Context: an optimization exercise on an open-source flow, tuned for small area and a short achievable clock period. The choices shown serve that exercise and are no tape-out recipe.
Function was checked by simulation only, so behaviour that the tests miss may differ from the original.
Power and IR drop assume default switching activity.

Design int_fu, start of the top module:
module int_fu (
    input  logic                  clk,
    input  logic                  rst,
    input  logic [INT_DATA_W-1:0] add_a,
    input  logic [INT_DATA_W-1:0] add_b,
    input  logic                  add_valid_i,
    output logic [INT_DATA_W-1:0] add_result,
    output logic                  add_valid_o,
    input  logic [INT_DATA_W-1:0] sub_a,
    input  logic [INT_DATA_W-1:0] sub_b,
    input  logic                  sub_valid_i,
    output logic [INT_DATA_W-1:0] sub_result,
    output logic                  sub_valid_o,
    input  logic [INT_DATA_W-1:0] mul_a,
    input  logic [INT_DATA_W-1:0] mul_b,
    input  logic                  mul_valid_i,
    output logic [INT_DATA_W-1:0] mul_result,
    output logic                  mul_busy,
    input  logic [INT_DATA_W-1:0] div_a,
    input  logic [INT_DATA_W-1:0] div_b,
    input  logic                  div_valid_i,
    output logic [INT_DATA_W-1:0] div_result,
    output logic                  div_busy
);
Size: about 2,800 cells after synthesis.
Settings: LEC_CHECK=0, CAP_MARGIN=20, CORE_MARGIN=2, CORE_UTILIZATION=60, CTS_BUF_LIST=sky130_fd_sc_hd__clkbuf_4, SLEW_MARGIN=20; clock period 85.0 ns.
standard.sh (not shown) runs the stock make flow with config.mk's settings and CLKGATE_MAP_FILE= SYNTH_SCRIPT=/design/flow/synth_recipe.tcl, a recipe that flattens the netlist after the stock synthesis.
==> flow/flow/run.sh <==
#!/bin/bash
# The standard layout, with the smallest buffer cell on the ports in place of
# the one buffer_ports picks by default.
set -euo pipefail
export BUFFER_PORTS_ARGS="-buffer_cell sky130_fd_sc_hd__buf_1"
bash standard.sh > standard.log 2>&1
The baseline ran to the end with no violations.
Then changed:
--- a/flow/flow/run.sh
+++ b/flow/flow/run.sh
@@ -3 +3,3 @@
-# the one buffer_ports picks by default.
+# the one buffer_ports picks by default, a clock tree of smaller buffers
+# without dummy loads, and timing repair asked to reach a setup slack of
+# SETUP_SLACK_MARGIN ns.
@@ -6 +8,2 @@
-bash standard.sh > standard.log 2>&1
+export CTS_ARGS="-sink_clustering_enable -repair_clock_nets -dont_use_dummy_load -buf_list sky130_fd_sc_hd__clkbuf_8 -sink_clustering_size 20 -sink_clustering_max_diameter 60"
+bash standard.sh SETUP_SLACK_MARGIN=67.5 > standard.log 2>&1
After rerunning:
- wire length goes up by 11%
- first-iteration DRC count rises by about 8%
- clock skew goes up by 0.013 ns
- power is higher by 0.61%
- final area grows by 11%
- worst hold slack improves by 0.015 ns
- die area is unchanged
- clock power drops by about 30%
- via count went up by about 5.3%
- global-route usage came out higher by 2.4 points
- setup slack gets better by 0.96 ns
Then changed:
--- a/flow/flow/run.sh
+++ b/flow/flow/run.sh
@@ -9 +9 @@
-bash standard.sh SETUP_SLACK_MARGIN=67.5 > standard.log 2>&1
+bash standard.sh SETUP_SLACK_MARGIN=66 > standard.log 2>&1
Design area goes down by about 10%.
Combinational power came out lower by about 4%.
Total power fell by about 3.3%.

int_fu, a different RTL version from the one above (not shown whole).
For scale: about 260 flip-flops, ~0.023 mm² of cells after synthesis.
Settings: LEC_CHECK=0, CAP_MARGIN=20, CORE_MARGIN=2, CORE_UTILIZATION=70, SLEW_MARGIN=20, SYNTH_HIERARCHICAL=1; clock period 85.0 ns.
==> flow/flow/run.sh <==
#!/bin/bash
# The standard layout, with the smallest buffer cell on the ports in place of
# the one buffer_ports picks by default, a clock tree of smaller buffers
# without dummy loads, and timing repair asked to reach a setup slack of
# SETUP_SLACK_MARGIN ns.
set -euo pipefail
export BUFFER_PORTS_ARGS="-buffer_cell sky130_fd_sc_hd__buf_1"
export CTS_ARGS="-sink_clustering_enable -repair_clock_nets -dont_use_dummy_load -buf_list sky130_fd_sc_hd__clkbuf_8 -sink_clustering_size 12 -sink_clustering_max_diameter 60"
bash standard.sh SETUP_SLACK_MARGIN=66.3 > standard.log 2>&1
Next try:
--- a/flow/flow/run.sh
+++ b/flow/flow/run.sh
@@ -9 +9 @@
-bash standard.sh SETUP_SLACK_MARGIN=66.3 > standard.log 2>&1
+bash standard.sh SETUP_SLACK_MARGIN=66.6 > standard.log 2>&1
=> Routed wire length increases by 1.8%. Flip-flop and latch count stays the same. Clock power increases by 8.0%. Global-route usage increases by 0.39 points.
Next try:
--- a/flow/flow/run.sh
+++ b/flow/flow/run.sh
@@ -8,2 +8,2 @@
-export CTS_ARGS="-sink_clustering_enable -repair_clock_nets -dont_use_dummy_load -buf_list sky130_fd_sc_hd__clkbuf_8 -sink_clustering_size 12 -sink_clustering_max_diameter 60"
-bash standard.sh SETUP_SLACK_MARGIN=66.6 > standard.log 2>&1
+export CTS_ARGS="-sink_clustering_enable -repair_clock_nets -dont_use_dummy_load -buf_list sky130_fd_sc_hd__clkbuf_8 -sink_clustering_size 16 -sink_clustering_max_diameter 80"
+bash standard.sh SETUP_SLACK_MARGIN=66 > standard.log 2>&1
- CORE_UTILIZATION: 70 -> 60
Outcome:
- The new run ran to the end with no violations
- sequential power barely changes
- maximum frequency fell by 0.56%
- area after synthesis stays the same
Next try:
--- a/flow/flow/run.sh
+++ b/flow/flow/run.sh
@@ -8 +8 @@
-export CTS_ARGS="-sink_clustering_enable -repair_clock_nets -dont_use_dummy_load -buf_list sky130_fd_sc_hd__clkbuf_8 -sink_clustering_size 16 -sink_clustering_max_diameter 80"
+export CTS_ARGS="-sink_clustering_enable -repair_clock_nets -dont_use_dummy_load -buf_list sky130_fd_sc_hd__clkbuf_16 -sink_clustering_size 30 -sink_clustering_max_diameter 100"
- CORE_UTILIZATION: 60 -> 70
The changed run produced a clean layout.
Cell count drops by 2.3%.
Register-to-register slack improved by 320 ps.
Cell area is about the same.
Core utilization grows by 11 points.
Hold slack is better by 3.6 ps.
Clock skew went down by 31 ps.

Setup of job 1156:
int_fu, a different RTL version from the one above (not shown whole).
Size in the first run: ~2400 cells after synthesis, roughly 260 flip-flops, about 390 I/O pins, about 23000 um^2 of cells after synthesis.
==> flow/design.v (excerpt) <==
module int_fu (
    input  logic                  clk,
    input  logic                  rst,
    input  logic [INT_DATA_W-1:0] add_a,
    input  logic [INT_DATA_W-1:0] add_b,
    input  logic                  add_valid_i,
    output logic [INT_DATA_W-1:0] add_result,
    output logic                  add_valid_o,
    input  logic [INT_DATA_W-1:0] sub_a,
    input  logic [INT_DATA_W-1:0] sub_b,
    input  logic                  sub_valid_i,
    output logic [INT_DATA_W-1:0] sub_result,
    output logic                  sub_valid_o,
    input  logic [INT_DATA_W-1:0] mul_a,
    input  logic [INT_DATA_W-1:0] mul_b,
    input  logic                  mul_valid_i,
    output logic [INT_DATA_W-1:0] mul_result,
    output logic                  mul_busy,
    input  logic [INT_DATA_W-1:0] div_a,
    input  logic [INT_DATA_W-1:0] div_b,
    input  logic                  div_valid_i,
    output logic [INT_DATA_W-1:0] div_result,
    output logic                  div_busy
);
Settings: LEC_CHECK=0, CAP_MARGIN=20, CORE_MARGIN=2, CORE_UTILIZATION=60, SLEW_MARGIN=20, SYNTH_HIERARCHICAL=1; clock period 85.0 ns.
==> flow/flow/run.sh <==
#!/bin/bash
# The standard layout, with the smallest buffer cell on the ports in place of
# the one buffer_ports picks by default, a clock tree of smaller buffers
# without dummy loads, and timing repair asked to reach a setup slack of
# SETUP_SLACK_MARGIN ns.
set -euo pipefail
export BUFFER_PORTS_ARGS="-buffer_cell sky130_fd_sc_hd__buf_1"
export CTS_ARGS="-sink_clustering_enable -repair_clock_nets -dont_use_dummy_load -buf_list sky130_fd_sc_hd__clkbuf_8 -sink_clustering_size 18 -sink_clustering_max_diameter 70"
bash standard.sh SETUP_SLACK_MARGIN=65.85 > standard.log 2>&1
Job 1156 finished every step from synthesis to the final layout, and the layout passed the timing, design-rule and antenna checks.
For job 6286, these inputs were changed with respect to job 1156:
# job 1156
export LEC_CHECK = 0
export CAP_MARGIN = 20
export CORE_MARGIN = 2
export CORE_UTILIZATION = 60
export SLEW_MARGIN = 20
export SYNTH_HIERARCHICAL = 1
create_clock -name core_clock -period 85.0 [get_ports {clk}]
# job 6286
export LEC_CHECK = 0
export CAP_MARGIN = 20
export CORE_MARGIN = 2
export CORE_UTILIZATION = 75
export SLEW_MARGIN = 20
export SYNTH_HIERARCHICAL = 1
create_clock -name core_clock -period 85.0 [get_ports {clk}]
--- a/flow/flow/run.sh
+++ b/flow/flow/run.sh
@@ -7,3 +7,3 @@
 export BUFFER_PORTS_ARGS="-buffer_cell sky130_fd_sc_hd__buf_1"
-export CTS_ARGS="-sink_clustering_enable -repair_clock_nets -dont_use_dummy_load -buf_list sky130_fd_sc_hd__clkbuf_8 -sink_clustering_size 18 -sink_clustering_max_diameter 70"
-bash standard.sh SETUP_SLACK_MARGIN=65.85 > standard.log 2>&1
+export CTS_ARGS="-sink_clustering_enable -repair_clock_nets -dont_use_dummy_load -buf_list sky130_fd_sc_hd__clkbuf_8 -sink_clustering_size 14 -sink_clustering_max_diameter 70"
+bash standard.sh SETUP_SLACK_MARGIN=65.7 > standard.log 2>&1
Notes after the runs:
- Summary — worst setup slack, job 6286 relative to job 1156: lower, by 0.14 ns.
- Looking at count of clock-buffer cells in the layout, job 6286 sits about 14% lower than job 1156 does.
- In the reports for job 1156 and job 6286, the larger clock latency of the later-clocked register in the worst-skew pair belongs to job 1156.
- Both conditions hold for job 6286: the flow ran to the end and the final layout passed the timing, design-rule and antenna checks.
- From job 1156 to job 6286 the numbers moved as follows: switching power total saw an increase, portion of total power attributed to combinational logic saw an increase.
Input-level comparison between job 9516 and job 6286:
# job 6286
export LEC_CHECK = 0
export CAP_MARGIN = 20
export CORE_MARGIN = 2
export CORE_UTILIZATION = 75
export SLEW_MARGIN = 20
export SYNTH_HIERARCHICAL = 1
create_clock -name core_clock -period 85.0 [get_ports {clk}]
# job 9516
export LEC_CHECK = 0
export CAP_MARGIN = 20
export CORE_MARGIN = 2
export CORE_UTILIZATION = 60
export SLEW_MARGIN = 20
export SYNTH_HIERARCHICAL = 1
create_clock -name core_clock -period 85.0 [get_ports {clk}]
--- outcome ---
- The overall global routing resource usage number comes out lower for job 9516 vs job 6286.
- On routed via count, job 9516 does better than job 6286.
- Share of total power in combinational logic (job 9516 over job 6286): decrease, 0.2 points
- Capture point of the critical path: int_adder.result[31] -> job 9516, int_adder.result[20] -> job 6286
- The die outline area in job 9516 was higher than what job 6286 gave.
- Re number of buffers and inverters on the critical path: no difference whatsoever between job 6286 and job 9516.
- Against job 6286, post-route cell area in job 9516 rose slightly.
- Job 6286 -> job 9516: sequential element share of the synthesized area delta 0, exact match
- Cmp job 9516 and job 6286 / global-route wire length before repair / higher: job 6286

==> separate check: timing with driven ports <==
How much do the figures lean on ideal ports? The routed layouts below were timed once more, with nothing changed but the port constraints.
Step 1 (the two cells are an assumption about what drives the block):
set clk [get_ports {clk}]
set_driving_cell -lib_cell sky130_fd_sc_hd__clkbuf_16 $clk
set_driving_cell -lib_cell sky130_fd_sc_hd__buf_2 [delete_from_list [all_inputs] $clk]
Step 2 times the ports against the registers' clock, not the clock port: input delays grow and output delays shrink by t, the midpoint of the rising clock arrivals with the driver on.
a / b / c = ideal / step 1 / step 2; a / b = the first two.
run | t (ns) | slack for setup (ns) | worst setup path after step 2 | slew at the worst register clock pin (ns) | cell pins on the clock port's net
the first run of note 1 | 0.830 | 64.887 / 64.907 / 64.077 | input to register | 0.08 / 0.08 | 1
the second run of note 1 | 0.633 | 65.851 / 65.830 / 65.197 | input to register | 0.12 / 0.12 | 1
the third run of note 1 | 0.653 | 65.899 / 65.893 / 65.240 | input to register | 0.11 / 0.11 | 1
the first run of note 2 | 0.672 | 66.173 / 66.175 / 65.502 | input to register | 0.09 / 0.09 | 1
the second run of note 2 | 0.630 | 66.173 / 66.183 / 65.553 | input to register | 0.10 / 0.10 | 1
the third run of note 2 | 0.652 | 66.068 / 66.092 / 65.440 | input to register | 0.12 / 0.12 | 1
the fourth run of note 2 | 0.548 | 65.995 / 66.012 / 65.464 | input to register | 0.12 / 0.12 | 1
job 1156 | 0.667 | 65.929 / 65.941 / 65.274 | input to register | 0.12 / 0.12 | 1
job 6286 | 0.622 | 65.790 / 65.822 / 65.200 | input to register | 0.10 / 0.10 | 1
job 9516 | 0.666 | 65.835 / 65.855 / 65.189 | input to register | 0.10 / 0.10 | 1
After both steps setup and hold are still met in every run listed. The setup slack of the first run of note 1, which loses most, moves by +0.020 ns with the drivers and by -0.810 ns with both steps.
